From an optimization exercise on the open Yosys and OpenROAD flow, aimed at small area; shortcuts taken in it are not production practice. RTL that was checked went through simulation tests only; none was proved equivalent to the original. No functional check of the RTL was part of run 3. Power figures rest on the tool's default switching activity, not on a simulated workload.

[flow/design.v]
module tetris_main(clk, rst, c, Btn_Left, Btn_Right, Btn_Down, Btn_Spin,
                   gs_ent, dirty, g_ps, g_q, g_p, Score);
	input clk, rst;
	input [1:0] c;
	input Btn_Left, Btn_Right, Btn_Down, Btn_Spin;
	output [49:0] gs_ent;      
	output reg dirty;          
	output [4:0] g_ps;         
	output [4:0] g_q;          
	output [3:0] g_p;          
	output reg [15:0] Score;   
	localparam S_Start = 4'd0, S_Initialize = 4'd1, S_GenerateNewPiece = 4'd2, S_Idle = 4'd3,
	           S_MoveLeft = 4'd4, S_MoveRight = 4'd5, S_Spin = 4'd6, S_SpinCorrection = 4'd7,
	           S_Wait = 4'd8, S_Tick = 4'd9, S_CleanFullRows = 4'd10, S_CleanEmptyRows = 4'd11,
	           S_CheckLoss = 4'd12, S_GameOver = 4'd13;
	localparam OP_NONE = 3'd0, OP_CLR = 3'd1, OP_SETTLE = 3'd2, OP_CLRROW = 3'd3, OP_SHIFT = 3'd4;
	wire ce = (c == 2'd1);
	wire [1:0] ge = c ^ 2'd2;    
	reg [3:0] Game_State;
	reg [6:0] Game_State_Counter;
	reg [2:0] Row_Elim_Counter;
	reg [11:0] Game_Clock_Counter;
	reg [2:0] Random_Counter;
	reg [4:0] PS, PS_d2;
	reg [4:0] SA_q, SAd_q;
	reg [3:0] SA_p, SAd_p;
	reg [2:0] op_r;
	reg accL, accR, accT, accS, accF, accE;
	reg [49:0] gW, gA, gB, gC;
	assign gs_ent = gC;
	assign g_ps = PS_d2;
	assign g_q = SAd_q;
	assign g_p = SAd_p;
	wire [15:0] psd;
	assign psd[0] = 1'b0;
	assign psd[1] = 1'b0;
	assign psd[2] = (PS_d2 == 5'd2);
	assign psd[3] = 1'b0;
	assign psd[4] = 1'b0;
	assign psd[5] = (PS_d2 == 5'd5) | (PS_d2 == 5'd6) | (PS_d2 == 5'd8) | (PS_d2 == 5'd10) | (PS_d2 == 5'd15);
	assign psd[6] = (PS_d2 == 5'd2) | (PS_d2 == 5'd4) | (PS_d2 == 5'd6) | (PS_d2 == 5'd8) | (PS_d2 == 5'd12) | (PS_d2 == 5'd14) | (PS_d2 == 5'd17) | (PS_d2 == 5'd18) | (PS_d2 == 5'd19);
	assign psd[7] = (PS_d2 == 5'd4) | (PS_d2 == 5'd7) | (PS_d2 == 5'd9) | (PS_d2 == 5'd12);
	assign psd[8] = (PS_d2 == 5'd3);
	assign psd[9] = (PS_d2 == 5'd1) | (PS_d2 == 5'd3) | (PS_d2 == 5'd4) | (PS_d2 == 5'd5) | (PS_d2 == 5'd9) | (PS_d2 == 5'd10) | (PS_d2 == 5'd11) | (PS_d2 == 5'd13) | (PS_d2 == 5'd15) | (PS_d2 == 5'd16) | (PS_d2 == 5'd18) | (PS_d2 == 5'd19);
	assign psd[10] = (PS_d2 == 5'd1) | (PS_d2 == 5'd2) | (PS_d2 == 5'd3) | (PS_d2 == 5'd4) | (PS_d2 == 5'd5) | (PS_d2 == 5'd6) | (PS_d2 == 5'd7) | (PS_d2 == 5'd8) | (PS_d2 == 5'd9) | (PS_d2 == 5'd11) | (PS_d2 == 5'd12) | (PS_d2 == 5'd13) | (PS_d2 == 5'd14) | (PS_d2 == 5'd15) | (PS_d2 == 5'd16) | (PS_d2 == 5'd17) | (PS_d2 == 5'd18) | (PS_d2 == 5'd19);
	assign psd[11] = (PS_d2 == 5'd3) | (PS_d2 == 5'd6) | (PS_d2 == 5'd7) | (PS_d2 == 5'd9) | (PS_d2 == 5'd11) | (PS_d2 == 5'd13) | (PS_d2 == 5'd15) | (PS_d2 == 5'd16) | (PS_d2 == 5'd17) | (PS_d2 == 5'd18);
	assign psd[12] = 1'b0;
	assign psd[13] = (PS_d2 == 5'd1) | (PS_d2 == 5'd10) | (PS_d2 == 5'd11) | (PS_d2 == 5'd14);
	assign psd[14] = (PS_d2 == 5'd1) | (PS_d2 == 5'd2) | (PS_d2 == 5'd5) | (PS_d2 == 5'd7) | (PS_d2 == 5'd8) | (PS_d2 == 5'd10) | (PS_d2 == 5'd12) | (PS_d2 == 5'd14) | (PS_d2 == 5'd16) | (PS_d2 == 5'd17) | (PS_d2 == 5'd19);
	assign psd[15] = (PS_d2 == 5'd13);
	wire [4:0] ps_spin;
	assign ps_spin[0] = (PS == 5'd1) | (PS == 5'd2) | (PS == 5'd4) | (PS == 5'd6) | (PS == 5'd8) | (PS == 5'd10) | (PS == 5'd12) | (PS == 5'd14) | (PS == 5'd16) | (PS == 5'd18);
	assign ps_spin[1] = (PS == 5'd2) | (PS == 5'd3) | (PS == 5'd6) | (PS == 5'd7) | (PS == 5'd9) | (PS == 5'd10) | (PS == 5'd13) | (PS == 5'd14) | (PS == 5'd17) | (PS == 5'd18);
	assign ps_spin[2] = (PS == 5'd4) | (PS == 5'd5) | (PS == 5'd6) | (PS == 5'd7) | (PS == 5'd12) | (PS == 5'd13) | (PS == 5'd14) | (PS == 5'd15);
	assign ps_spin[3] = (PS == 5'd8) | (PS == 5'd9) | (PS == 5'd10) | (PS == 5'd11) | (PS == 5'd12) | (PS == 5'd13) | (PS == 5'd14) | (PS == 5'd15);
	assign ps_spin[4] = (PS == 5'd16) | (PS == 5'd17) | (PS == 5'd18) | (PS == 5'd19);
	wire [4:0] ps_new;
	assign ps_new[0] = (Random_Counter == 3'd0);
	assign ps_new[1] = (Random_Counter == 3'd1) || (Random_Counter == 3'd3);
	assign ps_new[2] = (Random_Counter == 3'd2) || (Random_Counter == 3'd3) || (Random_Counter == 3'd5);
	assign ps_new[3] = (Random_Counter == 3'd4) || (Random_Counter == 3'd5);
	assign ps_new[4] = (Random_Counter == 3'd6) || (Random_Counter == 3'd7);
	reg [8:0] tdec;
	always @(*) begin : tdecode
		integer i;
		for (i = -4; i <= 4; i = i + 1)
			tdec[i + 4] = (ge == 2'd0 && SAd_q == 3 - i) || (ge == 2'd1 && SAd_q == 8 - i) ||
			              (ge == 2'd2 && SAd_q == 13 - i) || (ge == 2'd3 && SAd_q == 18 - i);
	end
	reg [9:0] pdec;
	always @(*) begin : pdecode
		integer i;
		for (i = 0; i < 10; i = i + 1) pdec[i] = (SAd_p == i);
	end
	reg [3:0] N [0:5];
	always @(*) begin : nibsel
		integer w, m;
		for (w = -1; w <= 4; w = w + 1) begin
			N[w + 1] = 4'b0;
			for (m = 0; m < 4; m = m + 1)
				if (tdec[m - w + 4]) N[w + 1] = N[w + 1] | psd[4 * m +: 4];
		end
	end
	reg [9:0] M [0:4];
	always @(*) begin : geom
		integer w, col, j;
		for (w = 0; w < 5; w = w + 1)
			for (col = 0; col < 10; col = col + 1) begin
				M[w][col] = 1'b0;
				for (j = 0; j < 4; j = j + 1) begin
					if (col - j >= 0) M[w][col] = M[w][col] | (N[w + 1][j] & pdec[col - j]);
					if (col + 10 - j <= 9) M[w][col] = M[w][col] | (N[w][j] & pdec[col + 10 - j]);
				end
			end
	end
	reg [3:0] ok1, ok2;
	always @(*) begin : colprof
		integer m, j;
		for (j = 0; j < 4; j = j + 1) begin
			ok1[j] = 1'b0; ok2[j] = 1'b0;
			for (m = 0; m < 4; m = m + 1) begin
				if (SAd_q <= 22 - m) ok1[j] = ok1[j] | psd[4 * m + j];
				if (SAd_q <= 21 - m) ok2[j] = ok2[j] | psd[4 * m + j];
			end
		end
	end
	wire colL  = (ok1[0] & pdec[9]) | (ok1[1] & pdec[8]) | (ok1[2] & pdec[7]) | (ok1[3] & pdec[6]);
	wire colL2 = (ok1[0] & pdec[8]) | (ok1[1] & pdec[7]) | (ok1[2] & pdec[6]) | (ok1[3] & pdec[5]);
	wire colR  = (ok1[0] & pdec[0]) | (ok2[1] & pdec[9]) | (ok2[2] & pdec[8]) | (ok2[3] & pdec[7]);
	wire colR2 = (ok1[0] & pdec[1]) | (ok1[1] & pdec[0]) | (ok2[2] & pdec[9]) | (ok2[3] & pdec[8]);
	reg [4:0] bsel;
	always @(*) begin
		case (Game_State)
			S_CleanFullRows:  bsel = 5'd21 - Game_State_Counter[4:0];
			S_CleanEmptyRows: bsel = 5'd19 - Game_State_Counter[4:0];
			default:          bsel = 5'd0;
		endcase
	end
	reg [1:0] bg; reg [2:0] bw;
	always @(*) begin
		if (bsel >= 20) begin bg = 2'd0; bw = 3'd5; end    
		else if (bsel >= 15) begin bg = 2'd3; bw = bsel - 5'd15; end
		else if (bsel >= 10) begin bg = 2'd2; bw = bsel - 5'd10; end
		else if (bsel >= 5) begin bg = 2'd1; bw = bsel - 5'd5; end
		else begin bg = 2'd0; bw = bsel[2:0]; end
	end
	wire bsel_top = (bsel >= 20);
	reg [4:0] r_eq, r_ge, r_chk;
	always @(*) begin : rowcmp
		integer w;
		for (w = 0; w < 5; w = w + 1) begin
			r_eq[w] = !bsel_top && (ge == bg) && (bw == w);
			r_ge[w] = !bsel_top && ((ge > bg) || ((ge == bg) && (w >= bw)));
			if (w < 4) r_chk[w] = !bsel_top && (ge == bg) && (bw == w + 1);
			else r_chk[w] = (bsel_top && bsel == 5'd20 && ge == 2'd3) || (!bsel_top && (bg == ge + 2'd1) && (ge != 2'd3) && (bw == 3'd0));
		end
	end
	wire clr_all = rst | dirty | (op_r == OP_CLR);
	wire op_set = !clr_all && (op_r == OP_SETTLE);
	wire op_crow = !clr_all && (op_r == OP_CLRROW);
	wire op_shf = !clr_all && (op_r == OP_SHIFT);
	reg [49:0] T;
	always @(*) begin : xform
		integer w;
		reg [9:0] above;
		reg keep, sh;
		for (w = 0; w < 5; w = w + 1) begin
			if (w < 4) above = gC[10 * (w + 1) +: 10];
			else above = (ge == 2'd3) ? 10'b0 : gB[9:0];
			sh = op_shf & r_ge[w];
			keep = !clr_all & !(op_crow & r_eq[w]) & !sh;
			T[10 * w +: 10] = (gC[10 * w +: 10] & {10{keep}}) | (above & {10{sh}}) | (M[w] & {10{op_set}});
		end
	end
	reg hitL, hitR, hitT, hitS, hitF, hitE;
	always @(*) begin : checks
		integer w;
		reg [9:0] below, tr, pr;
		hitL = 1'b0; hitR = 1'b0; hitT = 1'b0; hitS = 1'b0; hitF = 1'b0; hitE = 1'b0;
		for (w = 0; w < 5; w = w + 1) begin
			tr = T[10 * w +: 10];
			pr = M[w];
			if (w > 0) below = T[10 * (w - 1) +: 10];
			else below = (ge == 2'd0) ? 10'h3ff : gW[49:40];
			hitS = hitS | (|(tr & pr));
			hitT = hitT | (|(below & pr));
			hitL = hitL | (|(tr[9:1] & pr[8:0]));
			hitR = hitR | (|(tr[8:0] & pr[9:1]));
			hitF = hitF | (r_chk[w] & (&tr));
			hitE = hitE | (r_chk[w] & ~(|tr));
		end
	end
	wire row19_ne = |T[49:40];    
	wire fL = accL | hitL, fR = accR | hitR, fT = accT | hitT, fS = accS | hitS;
	wire fF = accF | hitF, fE = accE | hitE;
	always @(posedge clk) begin
		accL <= ((c == 2'd2) ? 1'b0 : accL) | hitL;
		accR <= ((c == 2'd2) ? 1'b0 : accR) | hitR;
		accT <= ((c == 2'd2) ? 1'b0 : accT) | hitT;
		accS <= ((c == 2'd2) ? 1'b0 : accS) | hitS;
		accF <= ((c == 2'd2) ? 1'b0 : accF) | hitF;
		accE <= ((c == 2'd2) ? 1'b0 : accE) | hitE;
	end
	always @(posedge clk) begin
		gW <= T;
		gA <= gW;
		gB <= gA;
		gC <= gB;
	end
	always @(posedge clk)
		if (rst) dirty <= 1'b1;
		else if (c == 2'd2) dirty <= 1'b0;
	reg [15:0] score_next;
	always @(*) begin : bcd
		reg [3:0] o, t, h, th, o2, t2;
		reg c0, c1, c2, wrap;
		reg [4:0] ts;
		reg [2:0] d;
		o = Score[3:0]; t = Score[7:4]; h = Score[11:8]; th = Score[15:12];
		c0 = 1'b0;
		if (Row_Elim_Counter == 3'd1 || Row_Elim_Counter == 3'd2 || Row_Elim_Counter == 3'd3) begin
			c0 = (o >= 4'd5);
			o = c0 ? o - 4'd5 : o + 4'd5;
		end
		d[0] = (Row_Elim_Counter == 3'd2);
		d[1] = (Row_Elim_Counter == 3'd3);
		d[2] = (Row_Elim_Counter == 3'd4);
		ts = t + d + c0;
		c1 = (ts >= 5'd10);
		t = c1 ? ts - 5'd10 : ts[3:0];
		c2 = c1 && (h == 4'd9);
		h = c1 ? ((h == 4'd9) ? 4'd0 : h + 4'd1) : h;
		th = th + c2;
		wrap = (th == 4'd8) && (h[1] || (h[0] && t == 4'd9 && o >= 4'd2));
		if (wrap) begin
			o2 = (o >= 4'd2) ? o - 4'd2 : o + 4'd8;
			t2 = (o >= 4'd2) ? ((t == 4'd9) ? 4'd0 : t + 4'd1) : t;
			score_next = {8'd0, t2, o2};
		end
		else score_next = {th, h, t, o};
	end
	reg [2:0] sa_op;
	reg [3:0] pn; reg [1:0] qop; reg [4:0] qc;
	always @(*) begin
		pn = SA_p; qop = 2'd0; qc = 5'd0;
		case (sa_op)
			3'd1: begin pn = 4'd3; qop = 2'd3; qc = 5'd21; end
			3'd2: if (SA_p == 4'd9) begin pn = 4'd0; qop = 2'd1; end
			      else if (SA_q == 5'd25 && SA_p == 4'd5) begin pn = 4'd0; qop = 2'd3; qc = 5'd0; end
			      else pn = SA_p + 4'd1;
			3'd3: if (SA_p == 4'd0) begin
			          if (SA_q == 5'd0) begin pn = 4'd5; qop = 2'd3; qc = 5'd25; end
			          else begin pn = 4'd9; qop = 2'd2; end
			      end
			      else pn = SA_p - 4'd1;
			3'd4: if (SA_p >= 4'd8) begin pn = SA_p - 4'd8; qop = 2'd1; end
			      else pn = SA_p + 4'd2;
			3'd5: qop = 2'd1;
			3'd6: if (SA_q == 5'd0) begin
			          qop = 2'd3;
			          if (SA_p <= 4'd3) begin pn = SA_p + 4'd6; qc = 5'd24; end
			          else begin pn = SA_p - 4'd4; qc = 5'd25; end
			      end
			      else qop = 2'd2;
			default: ;
		endcase
	end
	reg [2:0] op_n;
	wire ps_hold = ((Game_State == S_GenerateNewPiece) || (Game_State == S_Spin)) && (Game_State_Counter == 7'd1);
	always @(*) begin
		sa_op = 3'd0;
		case (Game_State)
			S_GenerateNewPiece: if (Game_State_Counter == 0) sa_op = 3'd1;
			S_MoveLeft: sa_op = 3'd2;
			S_MoveRight: sa_op = 3'd3;
			S_SpinCorrection:
				if (Game_State_Counter[0] == 0) begin
					if (colL && colR) begin
						if (colL2 && colR2) sa_op = 3'd4;
						else if (!colL2) sa_op = 3'd2;
						else if (!colR2) sa_op = 3'd3;
					end
					else if (fS) sa_op = 3'd5;
				end
			S_Tick: if (!fT) sa_op = 3'd6;
			default: ;
		endcase
	end
	always @(posedge clk) begin
		if (ce) begin
			SA_p <= pn;
			case (qop)
				2'd1: SA_q <= SA_q + 5'd1;
				2'd2: SA_q <= SA_q - 5'd1;
				2'd3: SA_q <= qc;
				default: ;
			endcase
			SAd_q <= SA_q; SAd_p <= SA_p;
			if (!ps_hold) PS_d2 <= PS;
		end
	end
	always @(posedge clk) begin
		if (rst) begin
			Game_State <= S_Start;
			Score <= 16'd0;
			PS <= 5'd0;
			Random_Counter <= 3'd0;
			Game_Clock_Counter <= 12'd0;
		end
		else if (ce) begin
			Random_Counter <= (Random_Counter == 3'b110) ? 3'b0 : Random_Counter + 1'b1;
			if (Game_State == S_Idle)
				Game_Clock_Counter <= Game_Clock_Counter[10:0] + 12'd5;
			else if (Game_State == S_Spin)
				Game_Clock_Counter <= 12'd0;
			case (Game_State)
				S_Start: begin
					if (Btn_Spin) Game_State <= S_Initialize;
				end
				S_Initialize: begin
					Score <= 16'd0;
					Game_State <= S_GenerateNewPiece;
				end
				S_GenerateNewPiece: begin
					if (Game_State_Counter == 0) PS <= ps_new;
					if (Game_State_Counter >= 2) Game_State <= S_Idle;
				end
				S_Idle: begin
					if (Btn_Spin) Game_State <= S_Spin;
					else if (Btn_Left) begin
						if (!colL && !fL) Game_State <= S_MoveLeft;
					end
					else if (Btn_Right) begin
						if (!colR && !fR) Game_State <= S_MoveRight;
					end
					else if (Game_Clock_Counter[11] || Btn_Down) Game_State <= S_Tick;
				end
				S_MoveLeft: Game_State <= S_Wait;
				S_MoveRight: Game_State <= S_Wait;
				S_Spin: begin
					if (Game_State_Counter == 0) PS <= ps_spin;
					if (Game_State_Counter >= 3) Game_State <= S_SpinCorrection;
				end
				S_SpinCorrection: begin
					if (Game_State_Counter[0] == 0 && !(colL && colR) && !fS) Game_State <= S_Wait;
				end
				S_Wait: begin
					if (Game_State_Counter == 0) Game_State <= S_Idle;
				end
				S_Tick: begin
					if (fT) Game_State <= S_CleanFullRows;
					else Game_State <= S_Wait;
				end
				S_CleanFullRows: begin
					if (Game_State_Counter > 21) begin
						Score <= score_next;
						Game_State <= S_CleanEmptyRows;
					end
				end
				S_CleanEmptyRows: begin
					if (Game_State_Counter >= 18) Game_State <= S_CheckLoss;
				end
				S_CheckLoss: begin
					if (row19_ne) Game_State <= S_GameOver;
					else Game_State <= S_GenerateNewPiece;
				end
				S_GameOver: begin
					if (Game_State_Counter == 0 && Btn_Spin) Game_State <= S_Initialize;
				end
				default: Game_State <= S_Start;
			endcase
		end
	end
	always @(posedge clk) begin
		if (ce) begin
			op_n = OP_NONE;
			case (Game_State)
				S_Start: begin
					op_n = OP_CLR;
					if (Btn_Spin) Game_State_Counter <= 7'd0;
				end
				S_Initialize: begin
					op_n = OP_CLR;
					Game_State_Counter <= 7'd0;
				end
				S_GenerateNewPiece: begin
					if (Game_State_Counter < 2) Game_State_Counter <= Game_State_Counter + 1'b1;
					else Game_State_Counter <= 7'd0;
				end
				S_Idle: begin
					if (Btn_Spin || (!Btn_Left && !Btn_Right && (Game_Clock_Counter[11] || Btn_Down)))
						Game_State_Counter <= 7'd0;
				end
				S_MoveLeft, S_MoveRight: Game_State_Counter <= 7'd1;
				S_Spin: begin
					if (Game_State_Counter < 3) Game_State_Counter <= Game_State_Counter + 1'b1;
					else Game_State_Counter <= 7'd0;
				end
				S_SpinCorrection: begin
					if (Game_State_Counter[0] == 0 && !(colL && colR) && !fS) Game_State_Counter <= 7'd1;
					else Game_State_Counter <= Game_State_Counter + 1'b1;
				end
				S_Wait: begin
					if (Game_State_Counter != 0) Game_State_Counter <= Game_State_Counter + 1'b1;
				end
				S_Tick: begin
					if (fT) begin
						op_n = OP_SETTLE;
						Game_State_Counter <= 7'd0;
					end
					else Game_State_Counter <= 7'd1;
				end
				S_CleanFullRows: begin
					if (Game_State_Counter == 0)
						Row_Elim_Counter <= 3'd0;
					else if (Game_State_Counter <= 20 && fF) begin
						op_n = OP_CLRROW;
						Row_Elim_Counter <= Row_Elim_Counter + 1'b1;
					end
					if (Game_State_Counter > 21) Game_State_Counter <= 7'd0;
					else Game_State_Counter <= Game_State_Counter + 1'b1;
				end
				S_CleanEmptyRows: begin
					if (Game_State_Counter <= 18 && fE) op_n = OP_SHIFT;
					if (Game_State_Counter < 18) Game_State_Counter <= Game_State_Counter + 1'b1;
					else Game_State_Counter <= 7'd0;
				end
				S_CheckLoss: begin
					if (!row19_ne) Game_State_Counter <= 7'd0;
				end
				S_GameOver: begin
					if (Game_State_Counter != 0) Game_State_Counter <= Game_State_Counter + 1'b1;
				end
				default: ;
			endcase
			op_r <= op_n;
		end
	end
endmodule
`timescale 1ns / 1ps
module tetris_vga2(
	clk, rst, c, dirty,
	gs_ent, g_ps, g_q, g_p,
	HSync, VSync,
	R, G, B
    );
	input clk;
	input rst;
	input [1:0] c;
	input dirty;
	input [49:0] gs_ent;
	input [4:0] g_ps;
	input [4:0] g_q;
	input [3:0] g_p;
	output reg HSync;
	output reg VSync;
	output wire [2:0] R;
	output wire [2:0] G;
	output wire [1:0] B;
	reg r2, r1, g2, g0;
	assign R = {r2, r1, r1};
	assign G = {g2, g2, g0};
	assign B = {g0, g0};
	reg [9:0] HorizontalCounter;
	reg [9:0] VerticalCounter;
	wire pxl_ce = (c == 2'd1);
	wire hsync_fall = pxl_ce && (HorizontalCounter < 96) && HSync;
	wire frame_start = hsync_fall && (VerticalCounter == 0);
	always @(posedge clk) begin
		if (rst)
			HorizontalCounter <= 0;
		else if (pxl_ce) begin
			if (HorizontalCounter < 799)
				HorizontalCounter <= HorizontalCounter + 1'b1;
			else
				HorizontalCounter <= 0;
		end
	end
	always @(posedge clk) begin
		if (rst)
			HSync <= 1'b1;
		else if (pxl_ce)
			HSync <= !(HorizontalCounter < 96);
	end
	always @(posedge clk) begin
		if (rst)
			VerticalCounter <= 0;
		else if (hsync_fall) begin
			if (VerticalCounter < 524)
				VerticalCounter <= VerticalCounter + 1'b1;
			else
				VerticalCounter <= 0;
		end
	end
	always @(posedge clk) begin
		if (rst)
			VSync <= 1'b0;
		else if (pxl_ce)
			VSync <= !(VerticalCounter < 2);
	end
	reg [49:0] vW, vA, vB, vC;
	reg ld;
	reg blank;
	reg [4:0] s_ps;
	reg [4:0] s_q;
	reg [3:0] s_p;
	always @(posedge clk) begin
		vW <= ld ? gs_ent : vC;
		vA <= vW;
		vB <= vA;
		vC <= vB;
	end
	always @(posedge clk)
		if (pxl_ce) ld <= frame_start;
	always @(posedge clk) begin
		if (rst) blank <= 1'b1;
		else if (frame_start && !dirty) blank <= 1'b0;
	end
	always @(posedge clk)
		if (frame_start) begin
			s_ps <= g_ps;
			s_q <= g_q;
			s_p <= g_p;
		end
	wire [9:0] H = HorizontalCounter;
	wire [9:0] V = VerticalCounter;
	wire [4:0] vq = V[8:4] + (V[3:0] >= 4'd13);
	wire [4:0] drow = (V <= 10'd108) ? 5'd19 : 5'd25 - vq;
	reg [1:0] dgrp; reg [2:0] dw;
	always @(*) begin
		if (drow >= 15) begin dgrp = 2'd3; dw = drow - 5'd15; end
		else if (drow >= 10) begin dgrp = 2'd2; dw = drow - 5'd10; end
		else if (drow >= 5) begin dgrp = 2'd1; dw = drow - 5'd5; end
		else begin dgrp = 2'd0; dw = drow[2:0]; end
	end
	wire [3:0] dcol = ~H[7:4];    
	wire [1:0] wgrp = (c - 2'd1) ^ 2'd2;    
	reg [9:0] vrow;
	always @(*)
		case (dw)
			3'd0: vrow = vW[9:0];
			3'd1: vrow = vW[19:10];
			3'd2: vrow = vW[29:20];
			3'd3: vrow = vW[39:30];
			default: vrow = vW[49:40];
		endcase
	wire vbit = vrow[dcol];
	reg cap;
	always @(posedge clk)
		if (wgrp == dgrp) cap <= vbit;
	wire abit = ((dgrp == 2'd2) ? vbit : cap) & !blank;
	wire [15:0] sd;
	assign sd[0] = 1'b0;
	assign sd[1] = 1'b0;
	assign sd[2] = (s_ps == 5'd2);
	assign sd[3] = 1'b0;
	assign sd[4] = 1'b0;
	assign sd[5] = (s_ps == 5'd5) | (s_ps == 5'd6) | (s_ps == 5'd8) | (s_ps == 5'd10) | (s_ps == 5'd15);
	assign sd[6] = (s_ps == 5'd2) | (s_ps == 5'd4) | (s_ps == 5'd6) | (s_ps == 5'd8) | (s_ps == 5'd12) | (s_ps == 5'd14) | (s_ps == 5'd17) | (s_ps == 5'd18) | (s_ps == 5'd19);
	assign sd[7] = (s_ps == 5'd4) | (s_ps == 5'd7) | (s_ps == 5'd9) | (s_ps == 5'd12);
	assign sd[8] = (s_ps == 5'd3);
	assign sd[9] = (s_ps == 5'd1) | (s_ps == 5'd3) | (s_ps == 5'd4) | (s_ps == 5'd5) | (s_ps == 5'd9) | (s_ps == 5'd10) | (s_ps == 5'd11) | (s_ps == 5'd13) | (s_ps == 5'd15) | (s_ps == 5'd16) | (s_ps == 5'd18) | (s_ps == 5'd19);
	assign sd[10] = (s_ps == 5'd1) | (s_ps == 5'd2) | (s_ps == 5'd3) | (s_ps == 5'd4) | (s_ps == 5'd5) | (s_ps == 5'd6) | (s_ps == 5'd7) | (s_ps == 5'd8) | (s_ps == 5'd9) | (s_ps == 5'd11) | (s_ps == 5'd12) | (s_ps == 5'd13) | (s_ps == 5'd14) | (s_ps == 5'd15) | (s_ps == 5'd16) | (s_ps == 5'd17) | (s_ps == 5'd18) | (s_ps == 5'd19);
	assign sd[11] = (s_ps == 5'd3) | (s_ps == 5'd6) | (s_ps == 5'd7) | (s_ps == 5'd9) | (s_ps == 5'd11) | (s_ps == 5'd13) | (s_ps == 5'd15) | (s_ps == 5'd16) | (s_ps == 5'd17) | (s_ps == 5'd18);
	assign sd[12] = 1'b0;
	assign sd[13] = (s_ps == 5'd1) | (s_ps == 5'd10) | (s_ps == 5'd11) | (s_ps == 5'd14);
	assign sd[14] = (s_ps == 5'd1) | (s_ps == 5'd2) | (s_ps == 5'd5) | (s_ps == 5'd7) | (s_ps == 5'd8) | (s_ps == 5'd10) | (s_ps == 5'd12) | (s_ps == 5'd14) | (s_ps == 5'd16) | (s_ps == 5'd17) | (s_ps == 5'd19);
	assign sd[15] = (s_ps == 5'd13);
	wire [5:0] k = {1'b0, drow} + 6'd3 - {1'b0, s_q};
	reg [3:0] nmain, nwrap;
	always @(*) begin
		case (k)
			6'd0: begin nmain = sd[3:0]; nwrap = 4'b0; end
			6'd1: begin nmain = sd[7:4]; nwrap = sd[3:0]; end
			6'd2: begin nmain = sd[11:8]; nwrap = sd[7:4]; end
			6'd3: begin nmain = sd[15:12]; nwrap = sd[11:8]; end
			6'd4: begin nmain = 4'b0; nwrap = sd[15:12]; end
			default: begin nmain = 4'b0; nwrap = 4'b0; end
		endcase
	end
	wire [4:0] jd = {1'b0, dcol} - {1'b0, s_p};    
	reg bbit0;
	wire bbit = bbit0 & !blank;
	always @(*) begin
		case (jd)
			5'd0: bbit0 = nmain[0];
			5'd1: bbit0 = nmain[1];
			5'd2: bbit0 = nmain[2];
			5'd3: bbit0 = nmain[3];
			5'd22: bbit0 = nwrap[0];    
			5'd23: bbit0 = nwrap[1];    
			5'd24: bbit0 = nwrap[2];    
			5'd25: bbit0 = nwrap[3];    
			default: bbit0 = 1'b0;
		endcase
	end
	always @(posedge clk) begin
		if (rst) begin
			r2 <= 1'b0; r1 <= 1'b0; g2 <= 1'b0; g0 <= 1'b0;
		end
		else if (pxl_ce) begin
			if (V < 76) begin
				r2 <= 1'b0; r1 <= 1'b0; g2 <= 1'b0; g0 <= 1'b0;
			end
			else if (V < 92 || (V >= 412 && V < 428)) begin
				if (H >= 336 && H < 528) begin
					r2 <= 1'b1; r1 <= 1'b1; g2 <= 1'b1; g0 <= 1'b1;
				end
				else begin
					r2 <= 1'b0; r1 <= 1'b0; g2 <= 1'b0; g0 <= 1'b0;
				end
			end
			else if (V < 412) begin
				if (H < 336 || H >= 528) begin
					r2 <= 1'b0; r1 <= 1'b0; g2 <= 1'b0; g0 <= 1'b0;
				end
				else if (H < 352 || H >= 512) begin
					r2 <= 1'b1; r1 <= 1'b1; g2 <= 1'b1; g0 <= 1'b1;
				end
				else begin
					r2 <= abit & bbit;
					r1 <= bbit;
					g2 <= abit & !bbit;
					g0 <= abit ^ bbit;
				end
			end
			else begin
				r2 <= 1'b0; r1 <= 1'b0; g2 <= 1'b0; g0 <= 1'b0;
			end
		end
	end
endmodule
`timescale 1ns / 1ps
module tetris_seg(clk, rst, num, c, seg, an);
	input clk, rst;
	input [15:0] num;        
	output [1:0] c;          
	output [7:0] seg;
	output reg [3:0] an;
	reg [12:0] divider;
	assign c = divider[1:0];
	wire scan_ce = (divider == 13'h0FFF);
	reg [3:0] dec_bcd;
	reg [3:0] pend;
	always @(posedge clk)
		if (rst) divider <= 13'd0;
		else divider <= divider + 1'b1;
	wire [3:0] an_next = {an[2:0], an[3] & ~(&an[2:0])};
	reg [3:0] digit;
	always @(*)
		case (an_next)
			4'b1110: digit = num[7:4];
			4'b1101: digit = num[11:8];
			4'b1011: digit = num[15:12];
			default: digit = num[3:0];
		endcase
	always @(posedge clk) begin
		if (rst) begin
			an <= 4'b1111;
			dec_bcd <= 4'd0;
			pend <= 4'd0;
		end
		else if (scan_ce) begin
			an <= an_next;
			dec_bcd <= pend;
			pend <= digit;
		end
	end
	assign seg[7] = 1'b1;
	assign seg[0] = !((dec_bcd == 4'd0) | (dec_bcd == 4'd2) | (dec_bcd == 4'd3) | (dec_bcd == 4'd5) | (dec_bcd == 4'd6) | (dec_bcd == 4'd7) | (dec_bcd == 4'd8) | (dec_bcd == 4'd9));
	assign seg[1] = !((dec_bcd == 4'd0) | (dec_bcd == 4'd1) | (dec_bcd == 4'd2) | (dec_bcd == 4'd3) | (dec_bcd == 4'd4) | (dec_bcd == 4'd7) | (dec_bcd == 4'd8) | (dec_bcd == 4'd9));
	assign seg[2] = !((dec_bcd == 4'd0) | (dec_bcd == 4'd1) | (dec_bcd == 4'd3) | (dec_bcd == 4'd4) | (dec_bcd == 4'd5) | (dec_bcd == 4'd6) | (dec_bcd == 4'd7) | (dec_bcd == 4'd8) | (dec_bcd == 4'd9));
	assign seg[3] = !((dec_bcd == 4'd0) | (dec_bcd == 4'd2) | (dec_bcd == 4'd3) | (dec_bcd == 4'd5) | (dec_bcd == 4'd6) | (dec_bcd == 4'd8) | (dec_bcd == 4'd9));
	assign seg[4] = !((dec_bcd == 4'd0) | (dec_bcd == 4'd2) | (dec_bcd == 4'd6) | (dec_bcd == 4'd8));
	assign seg[5] = !((dec_bcd == 4'd0) | (dec_bcd == 4'd4) | (dec_bcd == 4'd5) | (dec_bcd == 4'd6) | (dec_bcd == 4'd8) | (dec_bcd == 4'd9));
	assign seg[6] = !((dec_bcd == 4'd2) | (dec_bcd == 4'd3) | (dec_bcd == 4'd4) | (dec_bcd == 4'd5) | (dec_bcd == 4'd6) | (dec_bcd == 4'd8) | (dec_bcd == 4'd9));
endmodule
`timescale 1ns / 1ps
module Tetris_top(
	clk,
	rst,
	btnL,
	btnR,
	btnD,
	btnS,
	HSync,
	VSync,
	R,
	G,
	B,
	Seg,
	An
    );
	input clk, rst, btnL, btnR, btnD, btnS;
	output HSync, VSync;
	output [2:0] R;
	output [2:0] G;
	output [1:0] B;
	output [7:0] Seg;
	output [3:0] An;
	wire [1:0] c;
	wire dirty;
	wire [49:0] gs_ent;
	wire [4:0] g_ps, g_q;
	wire [3:0] g_p;
	wire [15:0] score;
	tetris_main M_TET(.clk(clk), .rst(rst), .c(c), .Btn_Left(btnL), .Btn_Right(btnR), .Btn_Down(btnD),
		.Btn_Spin(btnS), .gs_ent(gs_ent), .dirty(dirty), .g_ps(g_ps), .g_q(g_q), .g_p(g_p), .Score(score));
	tetris_vga2 M_VGA(.clk(clk), .rst(rst), .c(c), .dirty(dirty), .gs_ent(gs_ent), .g_ps(g_ps), .g_q(g_q),
		.g_p(g_p), .HSync(HSync), .VSync(VSync), .R(R), .G(G), .B(B));
	tetris_seg  M_SEG(.clk(clk), .rst(rst), .num(score), .c(c), .seg(Seg), .an(An));
endmodule
[flow/run.sh]
#!/bin/bash
# synth_recipe.tcl (not shown) runs the flow's synth.tcl, then flattens the netlist and writes it again
# the make line also repeats each setting of config.mk as NAME=value (left out here)
make -C /OpenROAD-flow-scripts/flow DESIGN_CONFIG=/design/flow/config.mk WORK_HOME=/design/flow/orfs CLKGATE_MAP_FILE= SYNTH_SCRIPT=/design/flow/synth_recipe.tcl finish
[flow/config.mk]
export PLATFORM = sky130hd
export DESIGN_NAME = Tetris_top
export DESIGN_NICKNAME = Tetris_top
export VERILOG_FILES = /design/flow/design.v
export SDC_FILE = /design/flow/constraint.sdc
export NUM_CORES = 8
export LEC_CHECK = 0
export ABC_AREA = 1
export CAP_MARGIN = 20
export CORE_MARGIN = 2
export CORE_UTILIZATION = 40
export PLACE_DENSITY = 0.6
export SLEW_MARGIN = 20
[flow/constraint.sdc]
create_clock -name core_clock -period 12.0 [get_ports {clk}]
set_input_delay 2.4000 -clock core_clock [delete_from_list [all_inputs] [get_ports {clk}]]
set_output_delay 2.4000 -clock core_clock [all_outputs]
set_load 0.01 [all_outputs]
==> results by group, run 1 <==
Status
  • Run status: finished clean

Timing
  • Final number of setup-violating endpoints: 0
  • Actual slew at the worst max-slew pin: 1.22 ns
  • Count of final max-slew check failures: 0
  • Final WS setup: 4.46 ns
  • Final critical-path required period: 7.54 ns
  • Portion of the clock cycle consumed by the worst path in the final layout: 0.628
  • Worst Clk Skew: 0.0898 ns
  • RSZ-0062 raised after global routing: false
  • Max_slew headroom: 0.173
  • Final-layout setup total negative slack: 0 ns
  • Highest clock frequency the design can meet: 0.133 GHz
  • Hold Violations, Final: 0

Global routing
  • Total congestion overflow after global routing: 0
  • GRT Resource Usage Total: 0.227
  • Initial antenna violation count: 2
  • Number of global-route vias before repair: 20500
  • Largest net degree at the start of global routing: 52
  • Wire length of the first global-routing pass: 120000 µm

Clocking
  • Number of gates resized after CTS: 0
  • Clock-pin transition on the worst setup and hold timing paths: 0.06 ns
  • Clock tree from TritonCTS: yes
  • Buffer type at the clock tree root: sky130_fd_sc_hd__clkbuf_16
  • Buffers inserted during post-CTS setup optimization: 0
  • Maximum level of the CTS H-tree: 2
  • Insertion delay of the later-clocked pin in the worst-skew pair: 0.68 ns
  • Number of clock buffers inserted by TritonCTS: 58
  • Count of hold-fix buffers inserted at cts: 0
  • TritonCTS sink count: 551
  • Clock Path Buffers: 3

Power and ir drop
  • Leak: 12.7 nW
  • Maximum vdd drop: 0.000127 V
  • Cell area power density: 138 nW/µm²

Setup path
  • Number of cells on the worst reg-to-reg path: 39
  • Crit path required time: 12.43 ns
  • Worst path most repeated cell: sky130_fd_sc_hd__nand2_1
  • Launch instance of the worst register-to-register path: M_TET.Game_State[1]
  • Slowest CP cell: sky130_fd_sc_hd__dfxtp_1
  • Worst-path fanout max: 10
  • Crit path launch: M_TET.Game_State[1]
  • CP Capture Type: register
  • Critical path endpoint: M_TET.SA_q[4]
  • Kind of launch point of the worst setup path: register
  • Category of the most critical setup path: reg -> reg
  • Largest stage delay on the critical path: 0.50 ns
  • Worst reg2reg path endpoint: M_TET.SA_q[4]
  • Worst path arrival time: 7.97 ns
  • Setup slack on the worst flop-to-flop path: 4.46 ns

Logic synthesis
  • Area share of the largest cell type after synthesis: 0.383
  • Library cell with the largest summed area after synthesis: sky130_fd_sc_hd__dfxtp_1
  • Cell types occupying the most area after synthesis: sky130_fd_sc_hd__dfxtp_1, sky130_fd_sc_hd__nand2_1, sky130_fd_sc_hd__edfxtp_1, sky130_fd_sc_hd__inv_1, sky130_fd_sc_hd__nor2_1
  • Flip-flop cell with the highest count after synthesis: sky130_fd_sc_hd__dfxtp_1
  • Synthesized area divided by synthesized cell count: 7.76 µm²
  • Post-synth EDFFs: 52
  • Number of nets produced by synthesis: 3463
  • Synth Cell Area: 26100 µm²
  • Sequential share of the synthesized area: 0.443
  • Fraction of registers with async set or reset after synthesis: 0
  • Flip-flop and latch count after synthesis: 551
  • Post-synthesis cell type count: 74
  • Post-Synthesis Cells: 3358
  • Count of yosys warnings during synthesis: 5

Place
  • Number of buffers added on ports: 26
  • Pre-CTS setup slack: 3.92 ns
  • Half-perimeter wire length of the detailed placement result: 58000 µm
  • Final estimated routing congestion in global placement: 0.996

Floorplanning
  • Die Area: 67200 µm²
  • Initial standard-cell utilization of the core: 0.404
  • Floorplan row count: 93
  • Io pins: 28
  • Core outline area: 64500 µm²
  • Die X-Extent: 259 µm
  • Die span in y: 259 µm

Drt
  • DRC violation count after routing: 0
  • Drt total wl: 77100 µm
  • Violation count after the first detailed-routing iteration: 1916
  • Overall via count from detail_route: 22300
  • Average wire length per cell after detail routing: 18.0 µm
  • Vias per std cell: 5.20
  • ANT nets after route: 0
  • Pre-Repair DR Iteration Count: 6

Flow run
  • Max-capacitance violation count: 0

Layout
  • Fraction of final layout cells with drive strength greater than 1: 0.109
  • Antenna diodes: 0
  • Nets: 3491
  • Synthesis-to-layout area growth: 12.3%

Min path
  • Hold crit path type: reg -> reg
  • Critical hold path startpoint: M_TET.gA[23]
## routing by layer
| layer | track usage | routed length (µm) | up-vias |
|---|---|---|---|
| li1 | - | - | 11100 |
| met1 | 0.320 | 35900 | 10400 |
| met2 | 0.360 | 34800 | 716 |
| met3 | 0.0285 | 4210 | 137 |
| met4 | 0.0752 | 2290 | 2 |
| met5 | 0 | 9 | - |
## area by class of cell
class                           instances  area [µm²]
Clock inverter                         30         383
Timing Repair Buffer                   46         405
Clock buffer                           79        1680
Tap cell                              855        1070
Multi-Input combinational cell       2331       12700
Inverter                              398        1490
Fill cell                            6484       35200
Sequential cell                       551       11600
## cells by family (layout without fill, tap and decap cells)
kind of cell | count (synthesis) | in the layout | share of synthesized area
AO/OA/AOI/OAI | 414 | 414 | 0.0983
XOR/XNOR | 34 | 34 | 0.0114
adder cells (fa/ha/maj) | 99 | 99 | 0.0490
buffers and inverters | 476 | 553 | 0.0718
flip-flops | 551 | 551 | 0.443
multiplexers | 50 | 50 | 0.0216
other | 1 | 1 | 0.000144
AND/OR/NAND/NOR | 1733 | 1733 | 0.305
## worst min path at each step
stage,slack [ns],depth (start not counted),end
global route,0.29,0,M_VGA.vC[28]
CTS,0.27,0,M_TET.gB[23]
floorplan,0.31,0,M_TET.gA[0]
global placement,0.31,0,M_VGA.vC[5]
finish,0.27,0,M_TET.gB[23]
detailed placement,0.31,0,M_TET.gA[10]
## sequential cells by signal (all words and copies together), names as in the netlist, 5 cells and up
name,cells
M_VGA.vW,50
M_VGA.vB,50
M_TET.gB,50
M_TET.Game_Clock_Counter,12
M_TET.SA_q,5
M_TET.gA,50
M_TET.SAd_q,5
M_VGA.vA,50
M_TET.gC,50
M_TET.Game_State_Counter,7
M_TET.gW,50
M_VGA.s_ps,5
M_VGA.HorizontalCounter,10
M_VGA.s_q,5
M_VGA.VerticalCounter,10
M_SEG.divider,13
M_TET.PS,5
M_TET.PS_d2,5
M_VGA.vC,50
M_TET.Score,16
## worst max-delay path, delay by kind of cell (launching register included)
kind / cells / cell delay [ns]
AO/OA/AOI/OAI: 5 / 1.06
XOR/XNOR: 1 / 0.15
adder cells (fa/ha/maj): 3 / 0.97
buffers and inverters: 5 / 0.67
flip-flops: 1 / 0.50
AND/OR/NAND/NOR: 25 / 3.91
## where the power goes
group / internal, W / switching, W
sequential: 0.00188 / 0.0000240
combinational: 0.0000737 / 0.000180
clock: 0.00110 / 0.000790
## stage by stage
stage | area, µm² | cells | hold slack, ns | utilization | total power (W)
finish | 29300 | 4290 | 0.272 | 0.454 | 0.00405
global route | 29300 | 4290 | 0.288 | 0.454 | 0.00420
CTS | 29300 | 4290 | 0.275 | 0.454 | 0.00409
detailed placement | 27200 | 4181 | 0.312 | 0.422 | 0.00219
global placement | 27200 | 4181 | 0.310 | 0.422 | 0.00219
floorplan | 26100 | 3358 | 0.310 | - | 0.00212
## synthesized netlist by cell type, types with 18 or more instances
cell type and number:
sky130_fd_sc_hd__nand2_2 45, sky130_fd_sc_hd__nand4_1 69, sky130_fd_sc_hd__nand3_1 234, sky130_fd_sc_hd__a22oi_1 22, sky130_fd_sc_hd__nand3_2 38, sky130_fd_sc_hd__edfxtp_1 52, sky130_fd_sc_hd__nand2_1 855, sky130_fd_sc_hd__dfxtp_1 499
sky130_fd_sc_hd__mux2_2 50, sky130_fd_sc_hd__inv_1 365, sky130_fd_sc_hd__clkbuf_1 43, sky130_fd_sc_hd__o211ai_1 18, sky130_fd_sc_hd__nor2_1 314, sky130_fd_sc_hd__inv_2 28, sky130_fd_sc_hd__a21oi_1 152, sky130_fd_sc_hd__nor3_1 66
sky130_fd_sc_hd__ha_1 94, sky130_fd_sc_hd__nor4_1 24, sky130_fd_sc_hd__xor2_1 18, sky130_fd_sc_hd__o21ai_0 96
## cells in the final DEF (no fill, tap or decap), drive strengths merged, types with 5 or more instances in the layout
cell,count
or2,16
bufinv,5
inv,398
xnor2,16
nor3,70
a31oi,16
o22ai,13
and3,5
dfxtp,499
nor3b,7
a211oi,16
clkbuf,79
nand3b,9
nor4,24
a22oi,22
o21a,6
nor2,338
a22o,10
fa,5
o31ai,8
nand2,908
o211ai,21
clkinv,21
xor2,18
mux2,50
nand4,76
ha,94
buf,21
nand3,277
edfxtp,52
a21oi,158
o21ai,107
clkdlybuf4s50,25
o2111ai,12
==> run 2: changes to the inputs <==
--- a/flow/config.mk
+++ b/flow/config.mk
@@ -11,2 +11,4 @@
 export CORE_UTILIZATION = 40
+export CTS_BUF_LIST = sky130_fd_sc_hd__clkbuf_4
+export HOLD_SLACK_MARGIN = 0
 export PLACE_DENSITY = 0.6
==> run 2 against run 1 <==
Via count up 2.6%. Largest power group unchanged. Global-route usage rose by 0.54 points. First-iteration DRC count is 3.2% lower. Clock-buffer cell count increased by 131. Sequential cell count stayed put. Sequential power hardly changed.
==> results by group, run 2 <==
Floorplanning
  • Io pins: 28
  • Core outline area: 64500 µm²
  • Initial standard-cell utilization of the core: 0.404
  • Die Area: 67200 µm²
  • Floorplan row count: 93
  • Die span in y: 259 µm
  • Die X-Extent: 259 µm

Flow run
  • Max-capacitance violation count: 0

Power and ir drop
  • Maximum vdd drop: 0.0000770 V
  • Clock power frac: 0.430
  • Switching power: 0.00102 W
  • Cell area power density: 130 nW/µm²
  • Comb power frac: 0.067
  • Flop pwr share: 0.503
  • Switching share of total power: 0.268
  • Cell Int Power: 0.00277 W
  • Leak: 12.8 nW

Timing
  • Portion of the clock cycle consumed by the worst path in the final layout: 0.629
  • Final-layout setup total negative slack: 0 ns
  • Count of final max-slew check failures: 0
  • Final number of setup-violating endpoints: 0
  • RSZ-0062 raised after global routing: false
  • Hold Violations, Final: 0
  • Final critical-path required period: 7.55 ns
  • Worst Clk Skew: 0.0895 ns
  • Max_slew headroom: 0.214
  • Highest clock frequency the design can meet: 0.132 GHz
  • Actual slew at the worst max-slew pin: 1.16 ns

Logic synthesis
  • Flip-flop and latch count after synthesis: 551
  • Cell types occupying the most area after synthesis: sky130_fd_sc_hd__dfxtp_1, sky130_fd_sc_hd__nand2_1, sky130_fd_sc_hd__edfxtp_1, sky130_fd_sc_hd__inv_1, sky130_fd_sc_hd__nor2_1
  • Number of nets produced by synthesis: 3463
  • Area share of the largest cell type after synthesis: 0.383
  • Synthesized area divided by synthesized cell count: 7.76 µm²
  • Most common cell in the synthesized netlist: sky130_fd_sc_hd__nand2_1
  • Count of yosys warnings during synthesis: 5
  • Fraction of registers with async set or reset after synthesis: 0
  • Flip-flop cell with the highest count after synthesis: sky130_fd_sc_hd__dfxtp_1
  • Sequential share of the synthesized area: 0.443
  • Synth Cell Area: 26100 µm²
  • Post-synthesis cell type count: 74
  • Post-synth EDFFs: 52
  • Post-Synthesis Cells: 3358
  • Most instantiated cells after synthesis: sky130_fd_sc_hd__nand2_1, sky130_fd_sc_hd__dfxtp_1, sky130_fd_sc_hd__inv_1
  • Library cell with the largest summed area after synthesis: sky130_fd_sc_hd__dfxtp_1

Global routing
  • Number of global-route vias before repair: 21300
  • Wire length of the first global-routing pass: 121000 µm
  • Initial antenna violation count: 4
  • GRT Resource Usage Total: 0.233
  • Total congestion overflow after global routing: 0
  • Largest net degree at the start of global routing: 52

Clocking
  • Insertion delay of the later-clocked pin in the worst-skew pair: 1.05 ns
  • Clock tree from TritonCTS: yes
  • TritonCTS sink count: 551
  • Number of clock buffers inserted by TritonCTS: 145
  • Clock-pin transition on the worst setup and hold timing paths: 0.07 ns
  • Count of hold-fix buffers inserted at cts: 0
  • Number of gates resized after CTS: 0
  • Buffers inserted during post-CTS setup optimization: 0
  • Buffer type at the clock tree root: sky130_fd_sc_hd__clkbuf_4
  • Maximum level of the CTS H-tree: 4
  • Clock Path Buffers: 3

Setup path
  • Largest stage delay on the critical path: 0.49 ns
  • Worst path arrival time: 8.30 ns
  • Worst-path fanout max: 10
  • Crit path required time: 12.75 ns
  • Worst path most repeated cell: sky130_fd_sc_hd__nand2_1
  • Category of the most critical setup path: reg -> reg
  • Kind of launch point of the worst setup path: register
  • Slowest CP cell: sky130_fd_sc_hd__dfxtp_1
  • CP Capture Type: register

Min path
  • Hold crit path type: reg -> reg

Status
  • Run status: finished clean

Drt
  • Pre-Repair DR Iteration Count: 6
  • Violation count after the first detailed-routing iteration: 1855
  • Average wire length per cell after detail routing: 17.6 µm
  • DRC violation count after routing: 0
  • Drt total wl: 78000 µm
  • Overall via count from detail_route: 22900
  • Vias per std cell: 5.16
  • ANT nets after route: 0

Place
  • Placed Instance Area: 27200 µm²
  • Half-perimeter wire length of the detailed placement result: 58000 µm
  • Final estimated routing congestion in global placement: 0.996
  • Number of buffers added on ports: 26

Layout
  • Final Cell Area: 29100 µm²
  • Layout filler cell count: 6570
  • Commonest non-fill, non-tap cell in the layout: sky130_fd_sc_hd__nand2_1
  • Fraction of final layout cells with drive strength greater than 1: 0.141
  • Commonest cells after routing, fill and taps aside: sky130_fd_sc_hd__nand2_1, sky130_fd_sc_hd__dfxtp_1, sky130_fd_sc_hd__inv_1, sky130_fd_sc_hd__nor2_1, sky130_fd_sc_hd__nand3_1
  • Nets: 3578
  • Synthesis-to-layout area growth: 11.5%
-- run 2: cell families after synthesis --
| kind of cell | Yosys count | synth area share |
|---|---|---|
| XOR/XNOR | 34 | 0.0114 |
| AO/OA/AOI/OAI | 414 | 0.0983 |
| buffers and inverters | 476 | 0.0718 |
| flip-flops | 551 | 0.443 |
| multiplexers | 50 | 0.0216 |
| AND/OR/NAND/NOR | 1733 | 0.305 |
| adder cells (fa/ha/maj) | 99 | 0.0490 |
| other | 1 | 0.000144 |
-- run 2: power by group through the flow --
| stage | logic, W | clock network (W) | registers (W) |
|---|---|---|---|
| after CTS | 0.000250 | 0.00169 | 0.00190 |
| final | 0.000254 | 0.00163 | 0.00190 |
| after global placement | 0.000249 | 0 | 0.00194 |
| after global routing | 0.000281 | 0.00179 | 0.00191 |
| after floorplan | 0.000183 | 0 | 0.00193 |
| after detailed placement | 0.000249 | 0 | 0.00194 |
-- run 2: cell type report --
cell class / instances / area [µm²] / area share
well taps: 855 / 1070 / 0.0368
clock buffers: 210 / 1580 / 0.0542
inverters: 398 / 1490 / 0.0514
diodes: 6 / 15.0 / 0.000517
multi-input cells: 2331 / 12700 / 0.437
repair buffers: 46 / 405 / 0.0139
flip-flops and latches: 551 / 11600 / 0.397
clock inverters: 38 / 262 / 0.00900
-- run 2: through the flow --
stage	power [W]	util	instances	setup slack, ns	hold WS, ns
after detailed placement	0.00219	0.422	4181	3.92	0.312
after floorplan	0.00212	-	3358	6.04	0.310
after CTS	0.00385	0.451	4429	4.63	0.256
after global routing	0.00398	0.451	4432	3.88	0.273
final	0.00379	0.451	4435	4.45	0.246
after global placement	0.00219	0.422	4181	4.05	0.310
-- run 2: worst paths after layout --
check / slack [ns] / cells after the start / to / from
worst max register to register: 4.45 / 39 / M_TET.SA_q[4] / M_TET.Game_State[1]
worst min register to register: 0.25 / 0 / M_TET.gA[23] / M_TET.gW[23]
worst max-delay path: 4.45 / 39 / M_TET.SA_q[4] / M_TET.Game_State[1]
worst min-delay path: 0.25 / 0 / M_TET.gA[23] / M_TET.gW[23]
-- run 2: critical path: cells and delay by family, from the launching register on --
| kind | cells | cell delay [ns] |
|---|---|---|
| AND/OR/NAND/NOR | 25 | 3.97 |
| buffers and inverters | 5 | 0.67 |
| flip-flops | 1 | 0.49 |
| XOR/XNOR | 1 | 0.15 |
| AO/OA/AOI/OAI | 5 | 1.05 |
| adder cells (fa/ha/maj) | 3 | 0.97 |
-- run 2: metal layers --
metal / GRT usage / share of wire
met5: 0 / 0.00012
met4: 0.0956 / 0.032
met3: 0.0495 / 0.062
met2: 0.361 / 0.45
met1: 0.314 / 0.46
==> run 3: changes to the inputs <==
--- a/flow/design.v
+++ b/flow/design.v
@@ -1,3 +1,3 @@
 module tetris_main(clk, rst, c, Btn_Left, Btn_Right, Btn_Down, Btn_Spin,
-                   gs_ent, dirty, g_ps, g_q, g_p, Score);
+                   gs_ent, dirty, g_ps, g_q, g_p, g_o, Score);
 	input clk, rst;
@@ -10,2 +10,3 @@
 	output [3:0] g_p;          
+	output [3:0] g_o;          
 	output reg [15:0] Score;   
@@ -27,2 +28,5 @@
 	reg [2:0] op_r;
+	reg [3:0] o;               
+	reg [1:0] dl_r;            
+	assign g_o = o;
 	reg accL, accR, accT, accS, accF, accE;
@@ -83,13 +87,9 @@
 	end
-	reg [9:0] M [0:4];
+	wire [3:0] wr = {SAd_p >= 4'd7, SAd_p >= 4'd8, SAd_p >= 4'd9, 1'b0};
+	reg [3:0] M [0:4];
 	always @(*) begin : geom
-		integer w, col, j;
+		integer w, j;
 		for (w = 0; w < 5; w = w + 1)
-			for (col = 0; col < 10; col = col + 1) begin
-				M[w][col] = 1'b0;
-				for (j = 0; j < 4; j = j + 1) begin
-					if (col - j >= 0) M[w][col] = M[w][col] | (N[w + 1][j] & pdec[col - j]);
-					if (col + 10 - j <= 9) M[w][col] = M[w][col] | (N[w][j] & pdec[col + 10 - j]);
-				end
-			end
+			for (j = 0; j < 4; j = j + 1)
+				M[w][j] = wr[j] ? N[w][j] : N[w + 1][j];
 	end
@@ -144,3 +144,3 @@
 		integer w;
-		reg [9:0] above;
+		reg [9:0] above, cr, rc;
 		reg keep, sh;
@@ -149,5 +149,11 @@
 			else above = (ge == 2'd3) ? 10'b0 : gB[9:0];
+			cr = gC[10 * w +: 10];
+			case (dl_r)
+				2'b01: rc = {cr[0], cr[9:1]};
+				2'b10: rc = {cr[8:0], cr[9]};
+				default: rc = cr;
+			endcase
 			sh = op_shf & r_ge[w];
 			keep = !clr_all & !(op_crow & r_eq[w]) & !sh;
-			T[10 * w +: 10] = (gC[10 * w +: 10] & {10{keep}}) | (above & {10{sh}}) | (M[w] & {10{op_set}});
+			T[10 * w +: 10] = (rc & {10{keep}}) | (above & {10{sh}}) | ({6'b0, M[w]} & {10{op_set}});
 		end
@@ -157,3 +163,4 @@
 		integer w;
-		reg [9:0] below, tr, pr;
+		reg [9:0] below, tr;
+		reg [3:0] pr;
 		hitL = 1'b0; hitR = 1'b0; hitT = 1'b0; hitS = 1'b0; hitF = 1'b0; hitE = 1'b0;
@@ -164,6 +171,6 @@
 			else below = (ge == 2'd0) ? 10'h3ff : gW[49:40];
-			hitS = hitS | (|(tr & pr));
-			hitT = hitT | (|(below & pr));
-			hitL = hitL | (|(tr[9:1] & pr[8:0]));
-			hitR = hitR | (|(tr[8:0] & pr[9:1]));
+			hitS = hitS | (|(tr[3:0] & pr));
+			hitT = hitT | (|(below[3:0] & pr));
+			hitL = hitL | (|(tr[4:1] & pr));
+			hitR = hitR | (|({tr[2:0], tr[9]} & pr));
 			hitF = hitF | (r_chk[w] & (&tr));
@@ -416,4 +423,12 @@
 			op_r <= op_n;
+			if (op_n == OP_CLR) begin o <= 4'd3; dl_r <= 2'b00; end
+			else if (op_n != OP_NONE) dl_r <= 2'b00;
+			else if (sa_op == 3'd3) begin dl_r <= 2'b10; o <= (o == 4'd0) ? 4'd9 : o - 4'd1; end
+			else if (sa_op == 3'd2 || sa_op == 3'd4 || rot_t != o) begin dl_r <= 2'b01; o <= (o == 4'd9) ? 4'd0 : o + 4'd1; end
+			else dl_r <= 2'b00;
 		end
 	end
+	wire post_settle = (Game_State == S_CleanFullRows) || (Game_State == S_CleanEmptyRows) ||
+	                   (Game_State == S_CheckLoss) || (Game_State == S_GameOver) || (Game_State == S_GenerateNewPiece);
+	wire [3:0] rot_t = post_settle ? 4'd3 : SA_p;
 endmodule
@@ -422,3 +437,3 @@
 	clk, rst, c, dirty,
-	gs_ent, g_ps, g_q, g_p,
+	gs_ent, g_ps, g_q, g_p, g_o,
 	HSync, VSync,
@@ -434,2 +449,3 @@
 	input [3:0] g_p;
+	input [3:0] g_o;
 	output reg HSync;
@@ -486,2 +502,3 @@
 	reg [3:0] s_p;
+	reg [3:0] s_o;
 	always @(posedge clk) begin
@@ -503,2 +520,3 @@
 			s_p <= g_p;
+			s_o <= g_o;
 		end
@@ -526,3 +544,4 @@
 		endcase
-	wire vbit = vrow[dcol];
+	wire [3:0] scol = (dcol >= s_o) ? dcol - s_o : dcol + 4'd10 - s_o;
+	wire vbit = vrow[scol];
 	reg cap;
@@ -684,8 +703,8 @@
 	wire [4:0] g_ps, g_q;
-	wire [3:0] g_p;
+	wire [3:0] g_p, g_o;
 	wire [15:0] score;
 	tetris_main M_TET(.clk(clk), .rst(rst), .c(c), .Btn_Left(btnL), .Btn_Right(btnR), .Btn_Down(btnD),
-		.Btn_Spin(btnS), .gs_ent(gs_ent), .dirty(dirty), .g_ps(g_ps), .g_q(g_q), .g_p(g_p), .Score(score));
+		.Btn_Spin(btnS), .gs_ent(gs_ent), .dirty(dirty), .g_ps(g_ps), .g_q(g_q), .g_p(g_p), .g_o(g_o), .Score(score));
 	tetris_vga2 M_VGA(.clk(clk), .rst(rst), .c(c), .dirty(dirty), .gs_ent(gs_ent), .g_ps(g_ps), .g_q(g_q),
-		.g_p(g_p), .HSync(HSync), .VSync(VSync), .R(R), .G(G), .B(B));
+		.g_p(g_p), .g_o(g_o), .HSync(HSync), .VSync(VSync), .R(R), .G(G), .B(B));
 	tetris_seg  M_SEG(.clk(clk), .rst(rst), .num(score), .c(c), .seg(Seg), .an(An));
--- a/flow/config.mk
+++ b/flow/config.mk
@@ -11,3 +11,5 @@
 export CORE_UTILIZATION = 40
-export CTS_BUF_LIST = sky130_fd_sc_hd__clkbuf_4
+export CTS_BUF_LIST = sky130_fd_sc_hd__clkbuf_8 sky130_fd_sc_hd__clkbuf_16
+export CTS_CLUSTER_DIAMETER = 100
+export CTS_CLUSTER_SIZE = 20
 export HOLD_SLACK_MARGIN = 0
==> run 3 against run 2 <==
First-iteration DRC count shrank 0.27%. Sequential share of layout area up 3.7 points. Highest routed layer unchanged. Combinational power up 52%. Register-to-register slack better by 0.07 ns. Cell count fell by 9.4%. Core utilization is 1.1 points lower. Critical endpoint unchanged. Clock power shrank 25%. Power fell by 2.4%. Clock-buffer cell count is 173 lower.
==> results by group, run 3 <==
Clocking
  • Number of clock buffers inserted by TritonCTS: 36
  • TritonCTS sink count: 561
  • Buffer type at the clock tree root: sky130_fd_sc_hd__clkbuf_16
  • Buffers inserted during post-CTS setup optimization: 0
  • Count of hold-fix buffers inserted at cts: 0
  • Insertion delay of the later-clocked pin in the worst-skew pair: 0.59 ns
  • Maximum level of the CTS H-tree: 2
  • Clock-pin transition on the worst setup and hold timing paths: 0.08 ns
  • Clock Path Buffers: 3
  • Number of gates resized after CTS: 0
  • Clock tree from TritonCTS: yes

Power and ir drop
  • Cell Int Power: 0.00272 W
  • Maximum vdd drop: 0.0000867 V
  • Leak: 11.3 nW
  • Comb power frac: 0.104
  • Switching share of total power: 0.265
  • Flop pwr share: 0.562
  • Cell area power density: 136 nW/µm²
  • Clock power frac: 0.334
  • Switching power: 0.000979 W

Logic synthesis
  • Sequential share of the synthesized area: 0.472
  • Fraction of registers with async set or reset after synthesis: 0
  • Cell types occupying the most area after synthesis: sky130_fd_sc_hd__dfxtp_1, sky130_fd_sc_hd__nand2_1, sky130_fd_sc_hd__edfxtp_1, sky130_fd_sc_hd__inv_1, sky130_fd_sc_hd__ha_1
  • Most instantiated cells after synthesis: sky130_fd_sc_hd__nand2_1, sky130_fd_sc_hd__dfxtp_1, sky130_fd_sc_hd__inv_1
  • Flip-flop and latch count after synthesis: 561
  • Synthesized area divided by synthesized cell count: 7.94 µm²
  • Post-synthesis cell type count: 67
  • Post-synth EDFFs: 62
  • Post-Synthesis Cells: 3165
  • Count of yosys warnings during synthesis: 5
  • Most common cell in the synthesized netlist: sky130_fd_sc_hd__nand2_1
  • Library cell with the largest summed area after synthesis: sky130_fd_sc_hd__dfxtp_1
  • Area share of the largest cell type after synthesis: 0.398
  • Flip-flop cell with the highest count after synthesis: sky130_fd_sc_hd__dfxtp_1
  • Synth Cell Area: 25100 µm²
  • Number of nets produced by synthesis: 3280

Setup path
  • Largest stage delay on the critical path: 0.51 ns
  • Slowest CP cell: sky130_fd_sc_hd__dfxtp_1
  • Worst path most repeated cell: sky130_fd_sc_hd__nand2_1
  • Setup slack on the worst flop-to-flop path: 4.52 ns
  • Worst-path fanout max: 14
  • Cell family with most CP delay: simple AND/OR/NAND/NOR gates
  • Crit path required time: 12.35 ns
  • Worst path arrival time: 7.83 ns
  • Launch instance of the worst register-to-register path: M_TET.Game_State[1]
  • Category of the most critical setup path: reg -> reg
  • Number of cells on the worst reg-to-reg path: 45
  • CP Capture Type: register
  • Worst reg2reg path endpoint: M_TET.SA_q[4]
  • Kind of launch point of the worst setup path: register
  • Buf/Inv on CP: 8

Min path
  • Hold crit path type: reg -> reg
  • WHS Endpoint: M_TET.gC[14]
  • Critical hold path startpoint: M_TET.gB[14]
  • Worst hold path stage count: 0

Timing
  • Final critical-path required period: 7.48 ns
  • RSZ-0062 raised after global routing: false
  • Max_slew headroom: 0.258
  • Actual slew at the worst max-slew pin: 1.10 ns
  • Count of final max-slew check failures: 0
  • Final number of setup-violating endpoints: 0
  • Portion of the clock cycle consumed by the worst path in the final layout: 0.623
  • Final-layout setup total negative slack: 0 ns
  • Hold Violations, Final: 0
  • Worst Clk Skew: 0.0332 ns
  • Highest clock frequency the design can meet: 0.134 GHz

Drt
  • Average wire length per cell after detail routing: 16.6 µm
  • Vias per std cell: 5.13
  • ANT nets after route: 0
  • Drt total wl: 66800 µm
  • Pre-Repair DR Iteration Count: 8
  • Violation count after the first detailed-routing iteration: 1850
  • DRC violation count after routing: 0
  • Overall via count from detail_route: 20600

Global routing
  • Total congestion overflow after global routing: 0
  • GRT Resource Usage Total: 0.205
  • Wire length of the first global-routing pass: 105000 µm
  • Largest net degree at the start of global routing: 85
  • Number of global-route vias before repair: 18900
  • Initial antenna violation count: 1

Status
  • Run status: finished clean

Floorplanning
  • Die X-Extent: 255 µm
  • Initial standard-cell utilization of the core: 0.406
  • Floorplan row count: 91
  • Io pins: 28
  • Die span in y: 255 µm
  • Core outline area: 61900 µm²
  • Die Area: 64800 µm²

Layout
  • Fraction of final layout cells with drive strength greater than 1: 0.0512
  • Commonest non-fill, non-tap cell in the layout: sky130_fd_sc_hd__nand2_1
  • Antenna diodes: 0
  • Nets: 3283
  • Commonest cells after routing, fill and taps aside: sky130_fd_sc_hd__nand2_1, sky130_fd_sc_hd__dfxtp_1, sky130_fd_sc_hd__inv_1, sky130_fd_sc_hd__nor2_1, sky130_fd_sc_hd__a21oi_1
  • Layout filler cell count: 6283
  • Synthesis-to-layout area growth: 8.53%
  • Final Cell Area: 27300 µm²

Place
  • Half-perimeter wire length of the detailed placement result: 50200 µm
  • Placed Instance Area: 26200 µm²
  • Number of buffers added on ports: 26
  • Final estimated routing congestion in global placement: 0.940

Flow run
  • Max-capacitance violation count: 0
## run 3: logic make-up after synthesis
kind of cell	synth area share
other cells	0.000149
simple gates	0.243
flops	0.472
compound gates	0.132
fa+ha+maj	0.0567
xor+xnor	0.0167
buf+inv	0.0797
## run 3: cell type report
cell class | instances | area [µm²] | area share
Sequential cell | 561 | 11900 | 0.435
Multi-Input combinational cell | 2089 | 11300 | 0.413
Inverter | 439 | 1650 | 0.0604
Tap cell | 837 | 1050 | 0.0384
Clock buffer | 37 | 915 | 0.0335
Timing Repair Buffer | 41 | 368 | 0.0135
Clock inverter | 15 | 165 | 0.00606
## run 3: worst register-to-register path: cells and delay by family (launching register included)
family / cells / cell delay (ns)
compound gates: 6 / 0.81
xor+xnor: 1 / 0.14
fa+ha+maj: 3 / 0.86
buf+inv: 8 / 1.25
flops: 1 / 0.51
simple gates: 27 / 3.64
## run 3: worst max path at each step
stage                          endpoint  cells after the start           startpoint
final                     M_TET.SA_q[4]                     45  M_TET.Game_State[1]
after global routing      M_TET.SA_q[4]                     45  M_TET.Game_State[1]
after CTS                 M_TET.SA_q[4]                     45  M_TET.Game_State[1]
after detailed placement  M_TET.SA_q[4]                     33                  rst
after global placement    M_TET.SA_q[4]                     33                  rst
after floorplan           M_TET.SA_q[4]                     33                  rst
## run 3: routing by layer
layer  up-vias  global-route usage  part of all wire
met2       634               0.316              0.43
li1      10400                   -                 -
met3       117              0.0301             0.060
met1      9421               0.290              0.47
met4         2              0.0774             0.036
met5         -                   0           0.00016
## run 3: through the flow
step | worst slack [ns] | power, W | instances | hold slack (ns) | util
final | 4.52 | 0.00370 | 4019 | 0.304 | 0.440
after global routing | 3.72 | 0.00386 | 4019 | 0.318 | 0.440
after CTS | 4.58 | 0.00374 | 4019 | 0.307 | 0.440
after detailed placement | 4.35 | 0.00250 | 3967 | 0.312 | 0.423
after global placement | 4.40 | 0.00250 | 3967 | 0.310 | 0.423
after floorplan | 5.66 | 0.00238 | 3165 | 0.310 | -
## run 3: power by group through the flow
stage | Combinational [W] | Sequential, W | Clock [W]
6_report | 0.000385 | 0.00208 | 0.00123
5_1_grt | 0.000431 | 0.00209 | 0.00134
4_1_cts | 0.000379 | 0.00208 | 0.00128
3_5_place_dp | 0.000377 | 0.00212 | 0
3_3_place_gp | 0.000381 | 0.00212 | 0
2_1_floorplan | 0.000280 | 0.00210 | 0

-- afterwards: timing with drivers on the ports --
Ports are ideal in the flow. The routed layouts listed here were re-timed in OpenROAD. Step 1 (the two cells are an assumption about what drives the block):
set clk [get_ports {clk}]
set_driving_cell -lib_cell sky130_fd_sc_hd__clkbuf_16 $clk
set_driving_cell -lib_cell sky130_fd_sc_hd__buf_2 [delete_from_list [all_inputs] $clk]
Step 2, shift: input delay + t, output delay - t, t = (earliest + latest rising clock arrival at the registers) / 2. This alone moves slack from input paths to output paths. Slacks: ideal ports / drivers / drivers and shift; pairs: ideal ports / drivers.
run	shift t [ns]	setup slack, ns	worst data-port slew with drivers (ns)
run 1	0.698	4.462 / 4.462 / 3.840	0.03
run 2	1.062	4.452 / 4.452 / 3.777	0.03
run 3	0.627	4.525 / 4.525 / 4.277	0.04
After both steps every run listed still meets setup and hold. For run 2, which loses most, drivers alone change the setup slack by 0.000 ns; drivers and shift together by -0.675 ns.
